Source: an optimization exercise on an open RTL-to-GDS flow (aim: small area). Production flows keep margins and buffers that such runs may drop. In this exercise RTL edits were held to simulation tests only and were not proved equivalent to the original. Power and IR drop assume default switching activity.

===== flow/flow/run.sh =====
#!/bin/bash
# Standard ORFS layout, with smaller port buffers and a clock tree
# without dummy loads. Make's full output goes to run_standard.log.
set -euo pipefail
export BUFFER_PORTS_ARGS="-buffer_cell sky130_fd_sc_hd__buf_1"
export CTS_ARGS='-sink_clustering_enable -repair_clock_nets -dont_use_dummy_load -buf_list {sky130_fd_sc_hd__clkbuf_4 sky130_fd_sc_hd__clkbuf_8}'
bash standard.sh > run_standard.log 2>&1

===== flow/constraint.sdc =====
create_clock -name core_clock -period 5.0 [get_ports {clk}]
set_input_delay 1.0000 -clock core_clock [delete_from_list [all_inputs] [get_ports {clk}]]
set_output_delay 1.0000 -clock core_clock [all_outputs]
set_load 0.01 [all_outputs]

===== flow/config.mk =====
export PLATFORM = sky130hd
export DESIGN_NAME = csi_rx_core
export DESIGN_NICKNAME = csi_rx_core
export VERILOG_FILES = /design/flow/design.v
export SDC_FILE = /design/flow/constraint.sdc
export NUM_CORES = 4
export LEC_CHECK = 0
export CAP_MARGIN = 20
export CORE_MARGIN = 2
export CORE_UTILIZATION = 70
export CTS_BUF_LIST = sky130_fd_sc_hd__clkbuf_8
export SLEW_MARGIN = 20

===== flow/design.v =====
`resetall
`timescale 1ns / 1ps
`default_nettype none
module lfsr_crc (
    input  wire        clk,
    input  wire        clr,
    input  wire        set,
    input  wire [15:0] data_in,
    input  wire        data_in_valid,
    output reg  [15:0] crc_out,
    output reg  [15:0] crc_next
);
function [15:0] crc_byte(input [15:0] c, input [7:0] d);
    reg [7:0] x;
    begin
        x = c[7:0] ^ d;
        x = x ^ {x[3:0], 4'd0};
        crc_byte = {8'd0, c[15:8]} ^ {x, 8'd0} ^ {5'd0, x, 3'd0} ^ {12'd0, x[7:4]};
    end
endfunction
always @* crc_next = crc_byte(crc_byte(crc_out, data_in[7:0]), data_in[15:8]);
always @(posedge clk) begin
    if (set)
        crc_out <= 16'hFFFF;
    else if (clr)
        crc_out <= 16'h0000;
    else if (data_in_valid)
        crc_out <= crc_next;
end
endmodule
`resetall
module csi_rx_align_byte (
   input         clock,
   input         reset,
   input         enable,
   input   [7:0] deser_in,
   input         wait_for_sync,
   input         packet_done,
   output reg       found,
   output reg [7:0] data_out,
   output reg       data_vld
);
   reg [7:0]  curr_byte;
   reg [7:0]  last_byte;
   reg [7:0]  shifted_byte;
   reg [2:0]  offset;
   reg [2:0]  data_offs;
   reg [10:0] win4;
   reg [8:0]  win2;
   always @(posedge clock or posedge reset) begin
      if (reset == 1'b1) begin
         data_vld  <= 1'b0;
         data_offs <= 3'd0;
         curr_byte <= 8'd0;
      end
      else if (enable == 1'b1) begin
         curr_byte <= deser_in;
         if (packet_done == 1'b1)
            data_vld  <= found;
         else if ({wait_for_sync, found, data_vld} == 3'b110) begin
            data_vld  <= 1'b1;
            data_offs <= offset;
         end
      end
   end
   always @(posedge clock) begin
      if (enable == 1'b1) begin
         last_byte <= curr_byte;
         data_out  <= shifted_byte;
      end
   end
   wire [15:0] w = {curr_byte, last_byte};
   wire [6:0] m;
   wire [15:0] nz;             
   assign nz[0] = w[0];
   genvar o;
   generate
      for (o = 1; o < 16; o = o + 1) begin : g_nz
         assign nz[o] = nz[o-1] | w[o];
      end
      for (o = 0; o < 7; o = o + 1) begin : g_m
         assign m[o] = ~nz[o+3] & w[o+4] & w[o+5] & w[o+6] & ~w[o+7] & w[o+8];
      end
   endgenerate
   wire m7 = (curr_byte == 8'hB8);
   always @* begin
      found  = |{m7, m};
      offset[0] = m[1] | m[3] | m[5] | m7;
      offset[1] = m[2] | m[3] | m[6] | m7;
      offset[2] = m[4] | m[5] | m[6] | m7;
      win4 = data_offs[2] ? {curr_byte[7:0], last_byte[7:5]} : {curr_byte[3:0], last_byte[7:1]};
      win2 = data_offs[1] ? win4[10:2] : win4[8:0];
      shifted_byte = data_offs[0] ? win2[8:1] : win2[7:0];
   end
endmodule
module csi_rx_align_word #(
   parameter NUM_LANES = 2
)(
   input         byte_clock,
   input         reset,
   input         enable,
   input         packet_done,
   input         wait_for_sync,
   input  [(NUM_LANES*8)-1:0] word_in,
   input  [NUM_LANES-1:0]  valid_in,
   output reg packet_done_out,
   output reg [(NUM_LANES*8)-1:0] word_out,
   output reg valid_out
);
   reg [(NUM_LANES*8)-1:0] word_dly_1;
   reg [(NUM_LANES*8)-1:0] word_dly_2;
   reg [NUM_LANES-1:0]  valid_dly_1;
   reg [NUM_LANES-1:0]  valid_dly_2;
   reg [NUM_LANES-1:0]  tap1;       
   reg [NUM_LANES-1:0]  tap2;       
   reg   valid;
   wire  valid_in_all = &valid_in;
   wire  is_triggered = |(valid_in & valid_dly_1 & valid_dly_2);
   always @* packet_done_out = packet_done | (is_triggered & ~valid_in_all);
   always @(posedge byte_clock or posedge reset) begin
      if (reset == 1'b1) begin
         valid       <= 1'b0;
         valid_dly_1 <= {NUM_LANES{1'b0}};
         valid_dly_2 <= {NUM_LANES{1'b0}};
         valid_out   <= 1'b0;
      end
      else begin
         valid_dly_1 <= valid_in;
         valid_dly_2 <= valid_dly_1;
         valid_out   <= valid;
         if (enable == 1'b1) begin
            if ({valid_in_all, valid, wait_for_sync} == 3'b101)
               valid <= 1'b1;
            else if (packet_done == 1'b1)
               valid <= 1'b0;
         end
      end
   end
   always @(posedge byte_clock) begin
      word_dly_1 <= word_in;
      word_dly_2 <= word_dly_1;
      if (enable == 1'b1 && {valid_in_all, valid, wait_for_sync} == 3'b101) begin
         tap2 <= valid_dly_2;
         tap1 <= valid_dly_1;
      end
   end
   reg [(NUM_LANES*8)-1:0] word_nxt;
   integer j;
   always @* begin
      for (j = 0; j < NUM_LANES; j = j + 1)
         word_nxt[j*8 +: 8] = tap2[j] ? word_dly_2[j*8 +: 8] :
                              tap1[j] ? word_dly_1[j*8 +: 8] :
                                        word_in[j*8 +: 8];
   end
   always @(posedge byte_clock) begin
      if (valid == 1'b1) begin
         word_out[(NUM_LANES*8)-1:2] <= word_nxt[(NUM_LANES*8)-1:2];
         word_out[0] <= word_nxt[0];
      end
   end
   always @(posedge byte_clock or posedge reset) begin
      if (reset == 1'b1)
         word_out[1] <= 1'b0;
      else if (valid == 1'b1)
         word_out[1] <= word_nxt[1];
   end
endmodule
`timescale 1ns / 1ps
module csi_rx_packet_handler (
	input clock,
	input reset,
	input enable,
	input [15:0] data,
	input data_valid,
	output sync_wait,
	output packet_done,
	output [15:0] payload_out,
	output payload_valid,
	output reg [7:0] good_checksum_cnt,
	output reg [7:0] bad_checksum_cnt
);
	localparam [2:0] ST_DONE = 3'b000, ST_WAIT = 3'b001, ST_PAY  = 3'b010,
	                 ST_END  = 3'b011, ST_HDR1 = 3'b100, ST_HDR2 = 3'b101,
	                 ST_LONG = 3'b110;
	reg [2:0] state;
	reg [31:0] packet_data;
	reg [12:0] cnt;           
	reg cnt_e;                
	reg long_packet_reg;
	reg hold_bad;             
	wire s_wait = (state == ST_WAIT);
	wire s_pay  = (state == ST_PAY);
	wire s_end  = (state[1:0] == 2'b11);    
	wire s_long = (state == ST_LONG);
	wire s_done = (state == ST_DONE);
	wire s_hdr2 = (state == ST_HDR2);
	wire t0 = packet_data[21] ^ packet_data[22];
	wire t1 = packet_data[20] ^ packet_data[23];
	wire t2 = packet_data[10] ^ t0;
	wire t3 = packet_data[8] ^ t1;
	wire t4 = packet_data[11] ^ packet_data[12];
	wire t5 = packet_data[13] ^ packet_data[14];
	wire t6 = packet_data[15] ^ packet_data[18];
	wire t7 = packet_data[16] ^ packet_data[17];
	wire t8 = packet_data[19] ^ t5;
	wire t9 = t4 ^ t6;
	wire t10 = packet_data[9] ^ t3;
	wire syn0 = packet_data[11] ^ packet_data[13] ^ packet_data[16] ^ packet_data[24] ^ t1 ^ t2;
	wire syn1 = packet_data[12] ^ packet_data[14] ^ packet_data[17] ^ packet_data[25] ^ t2 ^ t3;
	wire syn2 = packet_data[20] ^ packet_data[9] ^ packet_data[26] ^ t0 ^ t9;
	wire syn3 = packet_data[15] ^ packet_data[21] ^ packet_data[27] ^ t10 ^ t8;
	wire syn4 = packet_data[18] ^ packet_data[19] ^ packet_data[22] ^ packet_data[28] ^ t10 ^ t7;
	wire syn5 = packet_data[23] ^ packet_data[29] ^ t2 ^ t7 ^ t8 ^ t9;
	wire long_packet = (packet_data[7:0] == 8'h2A) & (packet_data[31:30] == 2'd0)
	                 & ({syn5, syn4, syn3, syn2, syn1, syn0} == 6'h10);
	wire [14:0] wc_u = packet_data[23:9];
	wire wc_e = ~packet_data[8];
	wire wc_sat = (wc_u == 15'd0) | wc_u[14] | wc_u[13] | (wc_u[12] & (|wc_u[11:0]));
	wire cnt_more = (cnt != {12'd0, cnt_e});
	always @(posedge clock or posedge reset) begin
		if (reset == 1'b1)
			state <= ST_DONE;
		else if (enable == 1'b1) begin
			case (state)
				ST_WAIT: if (data_valid) state <= ST_HDR1;
				ST_HDR1: state <= ST_HDR2;
				ST_HDR2: state <= long_packet ? ST_LONG : ST_END;
				ST_LONG: state <= ST_PAY;
				ST_PAY:  if (!cnt_more) state <= ST_END;
				ST_DONE: state <= ST_WAIT;
				default: state <= ST_DONE;    
			endcase
		end
	end
	always @(posedge clock) begin
		if (enable == 1'b1) begin
			packet_data <= {data, packet_data[31:16]};
			if (s_hdr2) begin
				cnt   <= wc_sat ? {1'b1, 11'd0, wc_e} : wc_u[12:0];
				cnt_e <= wc_e;
			end
			else if (s_pay & cnt_more)
				cnt <= cnt - 13'd1;
		end
		if (s_wait) long_packet_reg <= 1'b0;
		else if (long_packet) long_packet_reg <= 1'b1;
	end
	wire [15:0] checksum_calc, checksum_next;
	lfsr_crc crc_inst (
		.clk(clock),
		.clr(s_done),
		.set(s_long),
		.data_in(packet_data[15:0]),
		.data_in_valid(s_pay),
		.crc_out(checksum_calc),
		.crc_next(checksum_next)
	);
	wire mism = |checksum_next;
	wire count_evt = enable & s_end;
	wire cnt_bad = long_packet_reg ? mism : hold_bad;
	always @(posedge clock or posedge reset) begin
		if (reset) begin
			hold_bad <= 1'b0;
			good_checksum_cnt <= 8'd0;
			bad_checksum_cnt <= 8'd0;
		end
		else if (count_evt) begin
			if (long_packet_reg) hold_bad <= mism;
			if (long_packet_reg | long_packet) begin
				if (cnt_bad) bad_checksum_cnt <= bad_checksum_cnt + 8'd1;
				else good_checksum_cnt <= good_checksum_cnt + 8'd1;
			end
		end
	end
	assign sync_wait = s_wait;
	assign packet_done = s_end;
	assign payload_out = packet_data[15:0];
	assign payload_valid = s_pay;
endmodule
`timescale 1ns / 1ps
module csi_rx_core #(
    parameter NUM_LANES = 2
)(
    input         clk,             
    input         reset,           
    input         enable,
    input  [7:0]  d0_byte,         
    input  [7:0]  d1_byte,         
    output [15:0] payload_out,     
    output        payload_valid,
    output [7:0]  good_checksum_cnt,
    output [7:0]  bad_checksum_cnt
);
    wire wait_for_sync, byte_packet_done, packet_done;
    wire [NUM_LANES-1:0] byte_valid;
    wire [(NUM_LANES*8)-1:0] byte_align_data;
    wire f0, f1;
    csi_rx_align_byte d0_align_byte_inst (
        .clock           (clk),
        .reset           (reset),
        .enable          (enable),
        .deser_in        (d0_byte),
        .wait_for_sync   (wait_for_sync),
        .packet_done     (byte_packet_done),
        .found           (f0),
        .data_out        (byte_align_data[7:0]),
        .data_vld        (byte_valid[0])
    );
    csi_rx_align_byte d1_align_byte_inst (
        .clock           (clk),
        .reset           (reset),
        .enable          (enable),
        .deser_in        (d1_byte),
        .wait_for_sync   (wait_for_sync),
        .packet_done     (byte_packet_done),
        .found           (f1),
        .data_out        (byte_align_data[15:8]),
        .data_vld        (byte_valid[1])
    );
    wire [(NUM_LANES*8)-1:0] word_data;
    wire word_valid;
    csi_rx_align_word #(
        .NUM_LANES(NUM_LANES)
    ) align_word_inst (
        .byte_clock      (clk),
        .reset           (reset),
        .enable          (enable),
        .packet_done     (packet_done),
        .wait_for_sync   (wait_for_sync),
        .word_in         (byte_align_data),
        .valid_in        (byte_valid),
        .packet_done_out (byte_packet_done),
        .word_out        (word_data),
        .valid_out       (word_valid)
    );
    csi_rx_packet_handler depacket_inst (
        .clock             (clk),
        .reset             (reset),
        .enable            (enable),
        .data              (word_data),
        .data_valid        (word_valid),
        .sync_wait         (wait_for_sync),
        .packet_done       (packet_done),
        .payload_out       (payload_out),
        .payload_valid     (payload_valid),
        .good_checksum_cnt (good_checksum_cnt),
        .bad_checksum_cnt  (bad_checksum_cnt)
    );
endmodule

===== flow/standard.sh =====
#!/bin/bash
# synth_recipe.tcl (not shown) runs the flow's synth.tcl, then flattens the netlist and writes it again
# the make line also repeats each setting of config.mk as NAME=value (left out here)
make -C /OpenROAD-flow-scripts/flow DESIGN_CONFIG=/design/flow/config.mk WORK_HOME=/design/flow/orfs CLKGATE_MAP_FILE= SYNTH_SCRIPT=/design/flow/synth_recipe.tcl "${@:-finish}"

==> results.py, run 1 <==
metrics = {
    "clocking": {
        "cts_setup_buffers": 0,
        "clk_path_buf_depth": 2,
        "clock_latency_ns": 0.46,
        "clock_sinks": 197,
        "clk_pin_slew_ns": 0.09,
        "h-tree-depth": 4,
        "cts_tree": "done",
        "holdBufCountCts": 0,
        "cts_resized": 0,
        "root_buffer": "clkbuf_8",
        "numCtsBuffers": 17,
    },
    "critical_path": {
        "cp_slowest_cell": "a222oi_1",
        "arrival_ns": 4.11,
        "reg2regPathDepth": 9,
        "slowest_delay_ns": 0.73,
        "cp.required_ns": 5.34,
        "critPathMaxFanout": 7,
        "crit_type": "reg -> reg",
        "crit_path_start_kind": "register",
        "path_cells": "inv_1 > ha_1 > xnor3_2 > xnor3_1 > or3_1 > a222oi_1 > a21oi_2 > nor3_2 > mux2_1",
        "endpoint_kind": "register",
    },
    "sta": {
        "rsz0062_at_grt": "no",
        "max_slew_margin": 0.321,
        "slew_violations": 0,
        "fmax_ghz": 0.265,
        "setup_viol": 0,
        "fin_worst_skew_ns": 0.0244,
        "worstMarginPinSlew_ns": 1.02,
        "tns_ns": 0,
        "layout_setup_ws_ns": 1.23,
        "post-route-period-util": 0.754,
        "hold_viol": 0,
        "finalCriticalPeriod_ns": 3.77,
    },
    "detailed_routing": {
        "wl_um": 16800,
        "vias_per_cell": 6.05,
        "drtIter0Drc": 522,
        "ant_nets": 0,
        "drt_pass1_iterations": 4,
        "wl_per_cell_um": 17.5,
        "drc": 0,
        "vias": 5786,
    },
    "synthesis": {
        "async_flop_share": 0.259,
        "yosysTopAreaCellShare": 0.317,
        "yosys.area.top_type": "edfxtp_1",
        "synth_ff_type": "edfxtp_1",
        "ys_warn_count": 4,
        "synth_nets": 788,
        "ys_seq_area_frac": 0.563,
        "yosys_register_bits": 197,
        "avgSynthCellArea_um2": 12.0,
        "syn_area_um2": 9180,
        "yosysUniqueCellTypes": 67,
        "syn_inst": 763,
        "ys_top_cells_by_area": "edfxtp_1, dfrtp_1, dfxtp_1, xnor2_1, mux2i_1",
        "synth_edf_count": 97,
    },
    "floorplanning": {
        "core_um2": 12700,
        "fp.dieW_um": 118,
        "initial_core_util": 0.721,
        "io_pins": 52,
        "fp-row-count": 41,
        "die_area_um2": 14000,
        "die_h_um": 118,
    },
    "global_routing": {
        "grt_max_degree": 53,
        "overflow": 0,
        "grt_pass1_wl_um": 28100,
        "antenna_found_initial": 0,
        "grt_usage": 0.254,
        "grt_pass1_vias": 5610,
    },
    "min_path": {
        "whs_path_depth": 0,
        "hp-class": "reg -> reg",
    },
    "job": {
        "maxCapViolCount": 0,
    },
    "place": {
        "io_buffers": 51,
        "dp_hpwl_um": 11900,
        "place_congestion": 0.951,
        "post-place-ws_ns": 1.30,
    },
    "pwr": {
        "ir_drop_uv": 261,
        "finalPower_mw": 4.67,
        "p_leak_nw": 3.57,
        "power.density_nw_per_um2": 487,
    },
    "finish": {
        "nets": 812,
        "drive_above_1_share": 0.0955,
        "regMostFlops": "depacket_inst.packet_data",
        "antenna_cells": 0,
        "fillerInstances": 855,
        "area_delta_synth_final_pct": 4.51,
        "largest_register_ff_count": 32,
    },
    "run_status": {
        "status": "finished clean",
    },
}
-- report_power, final --
part           total [mW]  internal (mW)  switching, mW
Combinational        1.66          0.786          0.872
Clock               0.753          0.301          0.452
Sequential           2.26           2.00          0.259
Total                4.67           3.09           1.58
-- Yosys cell counts (all sizes together), types with 7 or more instances --
cell type  instances
mux2i             42
xnor2             62
nand4              9
dfxtp             49
clkbuf            23
mux2              33
xor2              26
edfxtp            97
nor3              15
buf               25
inv               16
o21a               7
a21oi             33
o21ai             48
nand4b             7
xnor3              9
nor2              42
nand3             21
nand2             61
nor4              14
dfrtp             51
-- cell families after synthesis --
family	count (synthesis)	synth area share
adders and majority gates	6	0.00818
and+or+nand+nor	208	0.120
buffers and inverters	64	0.0337
xor gates and xnor gates	97	0.111
muxes	76	0.0892
AOI/OAI and AO/OA	115	0.0746
DFF	197	0.563
-- cells in the final DEF, fill, tap and decap left out, types with 14 or more instances in the layout --
cell type  netlist  routed
mux2i_1         42      42
nor3_1          14      14
xnor2_1         59      59
nand3_1         21      21
nor2_1          41      40
o21ai_0         48      48
dfrtp_1         51      51
clkbuf_8         0      17
nand2_1         61      61
mux2_2          31      31
a21oi_1         32      32
dfxtp_1         49      49
edfxtp_1        97      97
xor2_1          23      23
inv_1           15      14
buf_1            6      50
-- path summary, 6_finish.rpt --
kind,from,end,slack (ns)
worst min register to register,align_word_inst.word_dly_1[15]$_DFF_P_,align_word_inst.word_dly_2[15]$_DFF_P_,0.35
min in group asynchronous,reset,align_word_inst.valid$_DFFE_PP0P_,0.69
worst max register to register,depacket_inst.packet_data[21]$_DFFE_PP_,depacket_inst.bad_checksum_cnt[1]$_DFFE_PP0P_,1.23
max in group asynchronous,reset,align_word_inst.valid_out$_DFF_PP0_,3.78
worst min-delay path,align_word_inst.word_dly_1[15]$_DFF_P_,align_word_inst.word_dly_2[15]$_DFF_P_,0.35
worst max-delay path,depacket_inst.packet_data[21]$_DFFE_PP_,depacket_inst.bad_checksum_cnt[1]$_DFFE_PP0P_,1.23
-- critical path: cells and delay by family, from the launching register on --
kind | cells | cell delay (ns)
buffers and inverters | 1 | 0.07
muxes | 1 | 0.34
adders and majority gates | 1 | 0.32
and+or+nand+nor | 2 | 0.62
xor gates and xnor gates | 2 | 0.85
DFF | 1 | 0.45
AOI/OAI and AO/OA | 2 | 1.00
-- metal layers --
layer | GRT usage | up-vias | share of wire | wire length, um
met5 | 0 | - | 0 | 0
met4 | 0.0982 | 0 | 0.019 | 320
li1 | - | 2765 | - | -
met1 | 0.316 | 2801 | 0.42 | 6960
met2 | 0.437 | 191 | 0.52 | 8760
met3 | 0.0526 | 29 | 0.043 | 722
-- stage by stage --
step	hold slack [ns]	util	cells	instance area [um2]
floorplan	0.331	-	763	9180
global placement	0.333	0.735	940	9350
detailed placement	0.339	0.735	940	9350
CTS	0.356	0.753	957	9590
global route	0.353	0.754	957	9590
finish	0.349	0.754	957	9590
-- cell type report --
class / instances / area (um2) / area share
sequential: 197 / 5170 / 0.539
inverter: 16 / 61.3 / 0.00639
tap: 172 / 215 / 0.0224
timing repair buffer: 53 / 210 / 0.0219
clock buffer: 17 / 234 / 0.0244
multi-input combinational: 502 / 3700 / 0.386
==> run 2: changes to the inputs <==
==> flow/flow/run.sh (replaced) <==
#!/bin/bash
# Standard ORFS layout, with smaller port buffers and a clock tree
# without dummy loads. Make's full output goes to run_standard.log.
set -euo pipefail
export BUFFER_PORTS_ARGS="-buffer_cell sky130_fd_sc_hd__buf_1"
export CTS_ARGS="-sink_clustering_enable -repair_clock_nets -dont_use_dummy_load -buf_list sky130_fd_sc_hd__clkbuf_8"
bash standard.sh > run_standard.log 2>&1
==> results.py, run 2 <==
metrics = {
    "sta": {
        "post-route-period-util": 0.754,
        "tns_ns": 0,
        "worstMarginPinSlew_ns": 1.02,
        "slew_violations": 0,
        "hold_viol": 0,
        "fin_worst_skew_ns": 0.0244,
        "finalCriticalPeriod_ns": 3.77,
        "setup_viol": 0,
        "fmax_ghz": 0.265,
        "max_slew_margin": 0.321,
        "rsz0062_at_grt": "no",
    },
    "floorplanning": {
        "core_um2": 12700,
        "initial_core_util": 0.721,
        "die_area_um2": 14000,
        "fp.dieW_um": 118,
        "io_pins": 52,
        "die_h_um": 118,
        "fp-row-count": 41,
    },
    "synthesis": {
        "yosys_register_bits": 197,
        "avgSynthCellArea_um2": 12.0,
        "ys_top_cells_by_area": "edfxtp_1, dfrtp_1, dfxtp_1, xnor2_1, mux2i_1",
        "syn_area_um2": 9180,
        "yosysMostFrequentCell": "edfxtp_1",
        "yosysUniqueCellTypes": 67,
        "async_flop_share": 0.259,
        "synth_nets": 788,
        "synth_edf_count": 97,
        "syn_inst": 763,
        "ys_warn_count": 4,
        "yosys.area.top_type": "edfxtp_1",
        "ys_seq_area_frac": 0.563,
        "synth_ff_type": "edfxtp_1",
        "yosysTopAreaCellShare": 0.317,
        "ys_top_cells_by_count": "edfxtp_1, nand2_1, xnor2_1, dfrtp_1, dfxtp_1",
    },
    "global_routing": {
        "overflow": 0,
        "antenna_found_initial": 0,
        "grt_pass1_wl_um": 28100,
        "grt_max_degree": 53,
        "grt_usage": 0.254,
        "grt_pass1_vias": 5610,
    },
    "critical_path": {
        "arrival_ns": 4.11,
        "worstSetupPathDepth": 9,
        "slowest_delay_ns": 0.73,
        "cp-startpoint": "depacket_inst.packet_data[21]$_DFFE_PP_",
        "crit_path_start_kind": "register",
        "cp_slowest_cell": "a222oi_1",
        "crit_family": "compound AO/OA/AOI/OAI gates",
        "critPathMaxFanout": 7,
        "reg2regPathDepth": 9,
        "crit_type": "reg -> reg",
        "worstReg2RegStart": "depacket_inst.packet_data[21]$_DFFE_PP_",
        "reg2reg_to": "depacket_inst.bad_checksum_cnt[1]$_DFFE_PP0P_",
        "path_cells": "inv_1 > ha_1 > xnor3_2 > xnor3_1 > or3_1 > a222oi_1 > a21oi_2 > nor3_2 > mux2_1",
        "critPathCapture": "depacket_inst.bad_checksum_cnt[1]$_DFFE_PP0P_",
        "r2r_slack_ns": 1.23,
        "cp.required_ns": 5.34,
        "endpoint_kind": "register",
        "cp_num_buf_inv": 1,
    },
    "clocking": {
        "cts_resized": 0,
        "clock_sinks": 197,
        "clk_path_buf_depth": 2,
        "cts_tree": "done",
        "root_buffer": "clkbuf_8",
        "clk_pin_slew_ns": 0.09,
        "h-tree-depth": 4,
        "holdBufCountCts": 0,
        "numCtsBuffers": 17,
        "clock_latency_ns": 0.46,
        "cts_setup_buffers": 0,
    },
    "place": {
        "io_buffers": 51,
        "placed_cells": 940,
        "dp_hpwl_um": 11900,
        "place_congestion": 0.951,
    },
    "job": {
        "maxCapViolCount": 0,
    },
    "detailed_routing": {
        "vias_per_cell": 6.05,
        "drt_pass1_iterations": 4,
        "ant_nets": 0,
        "wl_per_cell_um": 17.5,
        "drtIter0Drc": 522,
        "drc": 0,
        "vias": 5786,
        "wl_um": 16800,
    },
    "finish": {
        "fin_util": 0.754,
        "final_common_cell": "edfxtp_1",
        "area_delta_synth_final_pct": 4.51,
        "antenna_cells": 0,
        "largest_register_ff_count": 32,
        "nets": 812,
        "final_cell_mix": "edfxtp_1, nand2_1, xnor2_1",
        "finalNonFillerCells": 957,
        "regMostFlops": "depacket_inst.packet_data",
        "fillerInstances": 855,
        "drive_above_1_share": 0.0955,
    },
    "min_path": {
        "hp-class": "reg -> reg",
        "hold_start": "align_word_inst.word_dly_1[15]$_DFF_P_",
    },
    "run_status": {
        "status": "finished clean",
    },
    "pwr": {
        "ir_drop_uv": 261,
        "p_leak_nw": 3.57,
        "power.density_nw_per_um2": 487,
    },
}
## run 2: worst reg2reg max path, stage by stage (launching register included)
cell	delay, ns
edfxtp_1	0.45
inv_1	0.07
ha_1	0.32
xnor3_2	0.46
xnor3_1	0.39
or3_1	0.40
a222oi_1	0.73
a21oi_2	0.27
nor3_2	0.24
mux2_1	0.34
## run 2: cell type report
cell class / instances / area (um2) / area share
Timing Repair Buffer: 53 / 210 / 0.0219
Inverter: 16 / 61.3 / 0.00639
Sequential cell: 197 / 5170 / 0.539
Clock buffer: 17 / 234 / 0.0244
Tap cell: 172 / 215 / 0.0224
Multi-Input combinational cell: 502 / 3700 / 0.386
## run 2: stage by stage
stage               cell area [um2]  power, mW  hold WS, ns  worst slack (ns)
global placement               9350       3.87        0.333              1.49
floorplan                      9180       3.61        0.331              1.79
CTS                            9590       4.67        0.356              1.29
detailed placement             9350       3.92        0.339              1.30
finish                         9590       4.67        0.349              1.23
global route                   9590       4.95        0.353              1.10
## run 2: worst min-delay path by stage
stage                                                   endpoint  depth (start not counted)
after floorplan            align_word_inst.word_dly_2[0]$_DFF_P_                          0
after global placement     align_word_inst.word_dly_2[8]$_DFF_P_                          0
after detailed placement   align_word_inst.word_dly_2[6]$_DFF_P_                          0
after CTS                  align_word_inst.word_dly_2[0]$_DFF_P_                          0
after global routing      align_word_inst.word_dly_2[15]$_DFF_P_                          0
final                     align_word_inst.word_dly_2[15]$_DFF_P_                          0
## run 2: kinds of logic after synthesis
family,Yosys count,synth area share
and+or+nand+nor,208,0.120
DFF,197,0.563
AOI/OAI and AO/OA,115,0.0746
xor gates and xnor gates,97,0.111
muxes,76,0.0892
buffers and inverters,64,0.0337
adders and majority gates,6,0.00818
## run 2: per-layer routing
layer  part of all wire  GRT usage  vias up
met3              0.043     0.0526       29
met1               0.42      0.316     2801
met5                  0          0        -
li1                   -          -     2765
met4              0.019     0.0982        0
met2               0.52      0.437      191
## run 2: where the power goes
part / total [mW] / internal, mW / switching [mW]
Clock: 0.753 / 0.301 / 0.452
Combinational: 1.66 / 0.786 / 0.872
Sequential: 2.26 / 2.00 / 0.259
Total: 4.67 / 3.09 / 1.58

[port drivers added, routing unchanged]
Ports are ideal in the flow. The routed layouts listed here were re-timed in OpenROAD.
Step 1 assumes that a clkbuf_16 drives the clock port and a buf_2 every other input.
Step 2 times the ports against the registers' clock, not the clock port: input delays grow and output delays shrink by t, the midpoint of the rising clock arrivals with the driver on.
Three values: ideal ports, drivers, drivers and shift; two values: the first two.
run	t, ns	setup WS [ns]	cell pins on the clock port's net
run 1	0.486	1.232 / 1.232 / 1.232	1
run 2	0.486	1.232 / 1.232 / 1.232	1
After both steps setup and hold are still met in every run listed.
